This design comes from an exercise in tuning for small area on the open sky130 flow, not from production work. The RTL was checked by simulation tests, not by an equivalence proof against the original design. Power figures rest on the tool's default switching activity, not on a simulated workload.

## job 102
// ANITA3_simple_trigger
module ANITA3_simple_trigger( clk250_i,
										rst_i,
										L1_i,
										trig_o,
										scal_o,
										scal_L1_o,
										disable_i,
										refpulse_i,
										mon_scal_o,
										ant_mask_i,
										phi_mask_i,
										phi_o,
										count_o
										);
Size in the first run: roughly 2700 cells after synthesis, about 250 I/O pins, ~0.042 mm² of cells after synthesis.
Settings: LEC_CHECK=0, CAP_MARGIN=20, CORE_MARGIN=2, CORE_UTILIZATION=40, CTS_BUF_LIST=sky130_fd_sc_hd__clkbuf_8, CTS_CLUSTER_DIAMETER=60, CTS_CLUSTER_SIZE=20, SLEW_MARGIN=20; clock period 4.0 ns.
run.sh (not shown) runs the stock make flow with config.mk's settings and CLKGATE_MAP_FILE= SYNTH_SCRIPT=/design/flow/synth_recipe.tcl, a recipe that flattens the netlist after the stock synthesis.
Job 102 did not stop at any stage, and its layout met the timing, DRC and antenna checks.
diff inputs: job 102 => job 103
- changing CTS_CLUSTER_SIZE from 20 to 36
- changing CORE_UTILIZATION from 40 to 60
- changing CTS_BUF_LIST from sky130_fd_sc_hd__clkbuf_8 to sky130_fd_sc_hd__clkbuf_16
Findings:
Changes observed in job 103 relative to job 102: post-route total power went up 0.00072 W, wire length went down, post-route fraction of the period consumed by the critical path saw a decrease, instance count along the most critical hold path level.

* * *

## run A
ANITA3_simple_trigger, a different RTL version from the one above (not shown whole).
For scale: ~2400 cells after synthesis, about 250 I/O pins, about 36000 um2 of cells after synthesis.
export LEC_CHECK = 0
export CAP_MARGIN = 0
export CORE_MARGIN = 2
export CORE_UTILIZATION = 75
export PLACE_DENSITY = 0.85
export SLEW_MARGIN = 0
create_clock -name core_clock -period 4.0 [get_ports {clk250_i}]
standard.sh (not shown) runs the stock make flow with config.mk's settings and CLKGATE_MAP_FILE= SYNTH_SCRIPT=/design/flow/synth_recipe.tcl, a recipe that flattens the netlist after the stock synthesis.
==> flow/flow/run.sh <==
#!/bin/bash
set -euo pipefail
export BUFFER_PORTS_ARGS="-buffer_cell sky130_fd_sc_hd__buf_1"
export CTS_ARGS="-sink_clustering_enable -repair_clock_nets -dont_use_dummy_load -buf_list sky130_fd_sc_hd__clkbuf_8 -sink_clustering_size 19 -sink_clustering_max_diameter 60"

bash standard.sh finish > standard_make.log 2>&1
Relative to run A, the following input files were edited for run B:
- a change of SLEW_MARGIN from 0 to 20
- a change of PLACE_DENSITY from 0.85 to 0.92
- a change of CAP_MARGIN from 0 to 20
- a change of CORE_UTILIZATION from 75 to 85
==> flow/flow/run.sh <==
#!/bin/bash
set -euo pipefail
export BUFFER_PORTS_ARGS="-buffer_cell sky130_fd_sc_hd__buf_1"
export CTS_ARGS="-sink_clustering_enable -repair_clock_nets -dont_use_dummy_load -buf_list sky130_fd_sc_hd__clkbuf_8 -sink_clustering_size 22 -sink_clustering_max_diameter 40"

bash standard.sh finish > standard_make.log 2>&1
[summary]
FAIL run B @ detailed placement (3_5_place_dp): tool exited with error
Initial cell density of the core: run B higher than run A
Reported for run B and run A, simple-gate portion of the synthesized area turned out identical to the last digit.
Run A -> run B: summed instance area of the synthesized netlist delta 0, exact match
When run B is set beside run A, its final estimated routing congestion in global placement turns out to be 4.5% larger.
Diff run B..run A | share of flip-flops with an asynchronous set or reset after synthesis | unchanged
In run B the width of the die turned out 6.0% lower than in run A.
Run B -> run A: compound-gate portion of the synthesized area delta 0, exact match
Taking run A as the reference, in run B number of rows created at floorplan has decreased; height of the chip has decreased; half-perimeter wire length of the detailed placement result has increased.
Setup changes, run B to run C
- a change of PLACE_DENSITY from 0.92 to 0.85
- a change of CORE_UTILIZATION from 85 to 75
==> flow/flow/run.sh <==
#!/bin/bash
set -euo pipefail
export BUFFER_PORTS_ARGS="-buffer_cell sky130_fd_sc_hd__buf_1"
export CTS_ARGS="-sink_clustering_enable -repair_clock_nets -dont_use_dummy_load -buf_list sky130_fd_sc_hd__clkbuf_8 -sink_clustering_size 18 -sink_clustering_max_diameter 60"

bash standard.sh finish > standard_make.log 2>&1
### Flow results
The remaining runs in run B and run C completed every stage, whereas run B halted early.
Effective utilization at floorplan: lower on run C
Compared run B against run C; share of the synthesized area in compound gates (AO/OA/AOI/OAI) within noise.
From run B to run C, area share of and/or/nand/nor cells after synthesis did not move at all.
Modified inputs, run D compared to run C
- GPL_ROUTABILITY_DRIVEN now 0, previously not set
- GPL_TIMING_DRIVEN now 0, previously not set
==> flow/flow/run.sh <==
#!/bin/bash
set -euo pipefail
export BUFFER_PORTS_ARGS="-buffer_cell sky130_fd_sc_hd__buf_1"
export CTS_ARGS="-sink_clustering_enable -repair_clock_nets -dont_use_dummy_load -buf_list sky130_fd_sc_hd__clkbuf_8 -sink_clustering_size 19 -sink_clustering_max_diameter 60"

bash standard.sh finish > standard_make.log 2>&1
### Flow results
Cell internal power dissipation: run D vs run C down 0.45%
Per the comparison of run D with run C, first-iteration DRC count now sits lower, cell count after placement now larger, core utilization increased 1.1 points, cell area reported after detailed placement higher, maximum frequency lower.
NOTE: met2 layer usage reported by global route in run D exceeds that of run C
Compared with run C, run D ends up with a larger final cell area.
Where aggregate routed wire length is concerned, run C is better than run D.
Changes in run E relative to run D:
- CORE_UTILIZATION changed from 75 to 85
- PLACE_DENSITY changed from 0.85 to 0.92
- GPL_ROUTABILITY_DRIVEN removed (was 0)
- GPL_TIMING_DRIVEN removed (was 0)
==> flow/flow/run.sh <==
#!/bin/bash
set -euo pipefail
export BUFFER_PORTS_ARGS="-buffer_cell sky130_fd_sc_hd__buf_1"
export CTS_ARGS="-sink_clustering_enable -repair_clock_nets -dont_use_dummy_load -buf_list sky130_fd_sc_hd__clkbuf_8 -sink_clustering_size 20 -sink_clustering_max_diameter 60"

bash standard.sh finish > standard_make.log 2>&1
Findings:
Count of buffers from port buffering was higher in run E than in run D. Compared with run D, in run E width of the die lower; placement row count lower. What ended run E was a tool error in detailed placement (3_5_place_dp); the run never finished.
The inputs of run F differ from those of run E as listed below.
- PLACE_DENSITY: 0.92 -> 0.85
- CORE_UTILIZATION: 85 -> 75
==> flow/flow/run.sh <==
#!/bin/bash
set -euo pipefail
export BUFFER_PORTS_ARGS="-buffer_cell sky130_fd_sc_hd__buf_1"
export CTS_ARGS="-sink_clustering_enable -repair_clock_nets -dont_use_dummy_load -buf_list sky130_fd_sc_hd__clkbuf_8 -sink_clustering_size 19 -sink_clustering_max_diameter 60"

bash standard.sh finish > standard_make.log 2>&1
Run F went all the way through synthesis, placement and routing and the layout is clean on timing, DRC and antenna. Die height (run F / run E): 1.06. Mean cell area of the mapped netlist of run E is on par with run F. Compare run E and run F | starting density of the core higher: run E. When run F is measured against run E, its die span in x turns out 6.3% higher. Run E → run F: routability congestion estimate from global placement went down, number of primary I/O pins did not really move.

## re-timing with driven ports
Ports are ideal in the flow. The routed layouts listed here were re-timed in OpenROAD.
Step 1 assumes that a clkbuf_16 drives the clock port and a buf_2 every other input.
Step 2 also shifts input and output timing later by t, the mid clock arrival at the registers, as if the neighbouring blocks saw the same clock.
Slacks: ideal / step 1 / step 2; pairs: ideal / step 1.
run	shift t [ns]	setup slack, ns	worst hold slack (ns)	worst setup path at the end	worst slew at a driven data input, ns
job 102	0.835	1.349 / 1.278 / 1.639	0.307 / 0.307 / 0.307	input to register	0.11
job 103	0.696	1.418 / 1.353 / 1.542	0.291 / 0.291 / 0.291	input to register	0.09
run A	0.764	1.798 / 1.740 / 1.106	0.214 / 0.178 / 0.303	input to register	0.12
run C	0.750	1.767 / 1.708 / 1.087	0.239 / 0.200 / 0.266	input to register	0.09
run D	0.768	1.642 / 1.566 / 1.439	0.224 / 0.171 / 0.283	input to register	0.10
run F	0.764	1.798 / 1.740 / 1.106	0.214 / 0.178 / 0.303	input to register	0.12
After both steps setup and hold are still met in every run listed.
